Source: an optimization exercise on an open RTL-to-GDS flow (aim: small area and a short achievable clock period). Production flows keep margins and buffers that such runs may drop. In this exercise RTL edits were held to simulation tests only and were not proved equivalent to the original.

the reference run:
==> module fsm_multiplier, before the edit <==
module fsm_multiplier (
    input wire clk,
    input wire k0,
    input wire k1,
    input wire [9:0] switches,
    output wire [6:0] disp0,
    output wire [6:0] disp1,
    output wire [6:0] disp2,
    output wire [6:0] disp3,
    output reg [9:0] leds
);
    localparam logic [1:0] IDLE = 2'd0, FIRST_NUM = 2'd1, NEXT_NUM = 2'd2, ERROR = 2'd3;
    logic [1:0] pr_state;
    logic prev_k0, prev_k1, k0pressed, k1pressed;
    logic [15:0] num;
    wire is_idle  = ~pr_state[1] & ~pr_state[0];
    wire is_first = ~pr_state[1] &  pr_state[0];
    wire is_next  =  pr_state[1] & ~pr_state[0];
    wire is_err   =  pr_state[1] &  pr_state[0];
    wire [15:0] r = num;
    wire over = r[15] | r[14] | (r[13] & (r[12] | r[11] | (r[10] & r[9] & r[8] & (r[7] | r[6] | r[5] | r[4]))));
    wire [15:0] prod;
    mul16 u_mul (.a(num[9:0]), .one(is_idle), .b(switches), .p(prod));
    always_ff @(posedge clk) begin
        k0pressed <= prev_k0 & ~k0;
        k1pressed <= prev_k1 & ~k1;
        prev_k0 <= k0;
        prev_k1 <= k1;
        if (k1pressed)                          pr_state <= IDLE;
        else if (is_idle & k0pressed)           pr_state <= FIRST_NUM;
        else if (is_first & k0pressed)          pr_state <= NEXT_NUM;
        else if (is_next & over)                pr_state <= ERROR;
        if (is_idle | (is_first & k0pressed)) num <= prod;
    end
    wire idle_or_err;
    xnor_cell u_led0 (.a(pr_state[1]), .b(pr_state[0]), .y(idle_or_err));
    always_comb begin
        leds[0] = idle_or_err;
        leds[1] = pr_state[0];
        leds[2] = pr_state[1];
        leds[9:3] = {7{is_err}};
    end
    wire sel_sw = ~pr_state[1];
    wire [15:0] x = ({16{is_next}} & num) | {6'd0, {10{sel_sw}} & switches};
    wire [11:0] m;
    wire [3:0]  b;
    dd_conv16 u_dd (.x(x), .m(m), .b(b));
    seven_seg_display_driver hex0 (.b(b[0]), .m0(m[0]),  .m1(m[1]),  .m2(m[2]),  .s0(disp0[0]), .s1(disp0[1]), .s2(disp0[2]), .s3(disp0[3]), .s4(disp0[4]), .s5(disp0[5]), .s6(disp0[6]));
    seven_seg_display_driver hex1 (.b(b[1]), .m0(m[3]),  .m1(m[4]),  .m2(m[5]),  .s0(disp1[0]), .s1(disp1[1]), .s2(disp1[2]), .s3(disp1[3]), .s4(disp1[4]), .s5(disp1[5]), .s6(disp1[6]));
    seven_seg_display_driver hex2 (.b(b[2]), .m0(m[6]),  .m1(m[7]),  .m2(m[8]),  .s0(disp2[0]), .s1(disp2[1]), .s2(disp2[2]), .s3(disp2[3]), .s4(disp2[4]), .s5(disp2[5]), .s6(disp2[6]));
    seven_seg_display_driver hex3 (.b(b[3]), .m0(m[9]),  .m1(m[10]), .m2(m[11]), .s0(disp3[0]), .s1(disp3[1]), .s2(disp3[2]), .s3(disp3[3]), .s4(disp3[4]), .s5(disp3[5]), .s6(disp3[6]));
endmodule
export LEC_CHECK = 0
export CAP_MARGIN = 20
export CORE_MARGIN = 2
export CORE_UTILIZATION = 65
export SLEW_MARGIN = 20
export SYNTH_HIERARCHICAL = 1
create_clock -name core_clock -period 22.0 [get_ports {clk}]
standard.sh (not shown) runs the stock make flow with config.mk's settings and CLKGATE_MAP_FILE= SYNTH_SCRIPT=/design/flow/synth_recipe.tcl, a recipe that flattens the netlist after the stock synthesis.
==> flow/flow/run.sh <==
#!/bin/bash
set -euo pipefail
export BUFFER_PORTS_ARGS="-buffer_cell sky130_fd_sc_hd__buf_2"
export SETUP_SLACK_MARGIN=9.5
bash standard.sh > standard.log 2>&1
--- input diff the reference run..the trial run ---
--- a/flow/design.v
+++ b/flow/design.v
@@ -64,6 +64,44 @@
     g_xor2_1 u3 (.A(w_new_n8), .B(w_new_n7), .X(n1));
     g_xor2_1 u4 (.A(x2n), .B(x0n), .X(n2));
 endmodule
+module dd_conv10 (
+    input  logic [9:0] x,
+    output logic [11:0] m,    
+    output logic [3:0] b      
+);
+    logic [2:0] m1; logic c2;
+    dd_first u_m1 (.x0(x[7]), .x1(x[8]), .x2(x[9]), .n0(m1[0]), .n1(m1[1]), .n2(m1[2]), .c(c2));
+    logic [2:0] m3; logic c4;
+    dd_cell u_m3 (.b(x[6]), .m0(m1[0]), .m1(m1[1]), .m2(m1[2]), .n0(m3[0]), .n1(m3[1]), .n2(m3[2]), .c(c4));
+    logic [2:0] m5; logic c6;
+    dd_cell u_m5 (.b(x[5]), .m0(m3[0]), .m1(m3[1]), .m2(m3[2]), .n0(m5[0]), .n1(m5[1]), .n2(m5[2]), .c(c6));
+    logic [2:0] m7; logic c8;
+    dd_cell u_m7 (.b(x[4]), .m0(m5[0]), .m1(m5[1]), .m2(m5[2]), .n0(m7[0]), .n1(m7[1]), .n2(m7[2]), .c(c8));
+    logic [2:0] m9; logic c10;
+    dd_first u_m9 (.x0(c6), .x1(c4), .x2(c2), .n0(m9[0]), .n1(m9[1]), .n2(m9[2]), .c(c10));
+    logic [2:0] m11; logic c12;
+    dd_cell u_m11 (.b(x[3]), .m0(m7[0]), .m1(m7[1]), .m2(m7[2]), .n0(m11[0]), .n1(m11[1]), .n2(m11[2]), .c(c12));
+    logic [2:0] m13; logic c14;
+    dd_cell u_m13 (.b(c8), .m0(m9[0]), .m1(m9[1]), .m2(m9[2]), .n0(m13[0]), .n1(m13[1]), .n2(m13[2]), .c(c14));
+    logic [2:0] m15; logic c16;
+    dd_cell u_m15 (.b(x[2]), .m0(m11[0]), .m1(m11[1]), .m2(m11[2]), .n0(m15[0]), .n1(m15[1]), .n2(m15[2]), .c(c16));
+    logic [2:0] m17; logic c18;
+    dd_cell u_m17 (.b(c12), .m0(m13[0]), .m1(m13[1]), .m2(m13[2]), .n0(m17[0]), .n1(m17[1]), .n2(m17[2]), .c(c18));
+    logic [2:0] m19; logic c20;
+    dd_cell u_m19 (.b(x[1]), .m0(m15[0]), .m1(m15[1]), .m2(m15[2]), .n0(m19[0]), .n1(m19[1]), .n2(m19[2]), .c(c20));
+    logic [2:0] m21; logic c22;
+    dd_cell u_m21 (.b(c16), .m0(m17[0]), .m1(m17[1]), .m2(m17[2]), .n0(m21[0]), .n1(m21[1]), .n2(m21[2]), .c(c22));
+    logic [2:0] m23; logic c24;
+    dd_first u_m23 (.x0(c18), .x1(c14), .x2(c10), .n0(m23[0]), .n1(m23[1]), .n2(m23[2]), .c(c24));
+    assign m[2:0] = m19;
+    assign b[0] = x[0];
+    assign m[5:3] = m21;
+    assign b[1] = c20;
+    assign m[8:6] = m23;
+    assign b[2] = c22;
+    assign m[11:9] = 3'b011;
+    assign b[3] = c24;
+endmodule
 module dd_conv16 (
     input  logic [15:0] x,
     output logic [11:0] m,    
@@ -470,11 +508,13 @@
         leds[2] = pr_state[1];
         leds[9:3] = {7{is_err}};
     end
-    wire sel_sw = ~pr_state[1];
-    wire [15:0] x = ({16{is_next}} & num) | {6'd0, {10{sel_sw}} & switches};
-    wire [11:0] m;
-    wire [3:0]  b;
-    dd_conv16 u_dd (.x(x), .m(m), .b(b));
+    wire [11:0] m_sw, m_pr;
+    wire [3:0]  b_sw, b_pr;
+    dd_conv10 u_dsw (.x(switches), .m(m_sw), .b(b_sw));
+    dd_conv16 u_dpr (.x(num), .m(m_pr), .b(b_pr));
+    wire [11:0] m_swx = {3'b011, m_sw[8:0]};
+    wire [11:0] m = is_err ? {4{3'b011}} : (is_next ? m_pr : m_swx);
+    wire [3:0]  b = is_err ? 4'b0000 : (is_next ? b_pr : b_sw);
     seven_seg_display_driver hex0 (.b(b[0]), .m0(m[0]),  .m1(m[1]),  .m2(m[2]),  .s0(disp0[0]), .s1(disp0[1]), .s2(disp0[2]), .s3(disp0[3]), .s4(disp0[4]), .s5(disp0[5]), .s6(disp0[6]));
     seven_seg_display_driver hex1 (.b(b[1]), .m0(m[3]),  .m1(m[4]),  .m2(m[5]),  .s0(disp1[0]), .s1(disp1[1]), .s2(disp1[2]), .s3(disp1[3]), .s4(disp1[4]), .s5(disp1[5]), .s6(disp1[6]));
     seven_seg_display_driver hex2 (.b(b[2]), .m0(m[6]),  .m1(m[7]),  .m2(m[8]),  .s0(disp2[0]), .s1(disp2[1]), .s2(disp2[2]), .s3(disp2[3]), .s4(disp2[4]), .s5(disp2[5]), .s6(disp2[6]));
--- outcome ---
The trial run reached the final stage; the timing, design-rule and antenna checks on its layout passed.
The trial run has post-route clock period utilization below what the reference run had.
Against the reference run, the final cell area of the trial run is lower.
Changes observed in the trial run relative to the reference run: minimum clock period after layout went down; utilization now smaller; ratio of cells with drive above 1 in the final layout went down 24 points; net count of the finished layout increased 81.
Lower number of gates given a new drive strength after cts goes to the trial run over the reference run.
In the trial run, the layout overhead on the synthesized area came out 16 points below the value in the reference run.
Measured against the reference run, the number of nets in the synthesized netlist of the trial run comes out at 1.13 times the reference value.

## what the ideal ports hide
The flow's constraints put no driver on any port. The routed layouts listed below were extracted and timed again, unchanged, in two steps. Step 1 (the two cells are an assumption about what drives the block):
set clk [get_ports {clk}]
set_driving_cell -lib_cell sky130_fd_sc_hd__clkbuf_16 $clk
set_driving_cell -lib_cell sky130_fd_sc_hd__buf_2 [delete_from_list [all_inputs] $clk]
Step 2, shift: input delay + t, output delay - t, t = (earliest + latest rising clock arrival at the registers) / 2. This alone moves slack from input paths to output paths. Three values: ideal, step 1, step 2; two values: the first two.
run | shift t [ns] | setup WS [ns] | worst hold slack (ns) | worst setup path after step 2
the reference run | 0.293 | 9.355 / 9.287 / 9.287 | 0.434 / 0.434 / 0.434 | input to output
the trial run | 0.301 | 10.000 / 9.982 / 9.982 | 0.432 / 0.432 / 0.432 | input to output
After both steps setup and hold are still met in every run listed. The setup slack of the reference run, which loses most, moves by -0.068 ns with the drivers and by -0.068 ns with both steps.
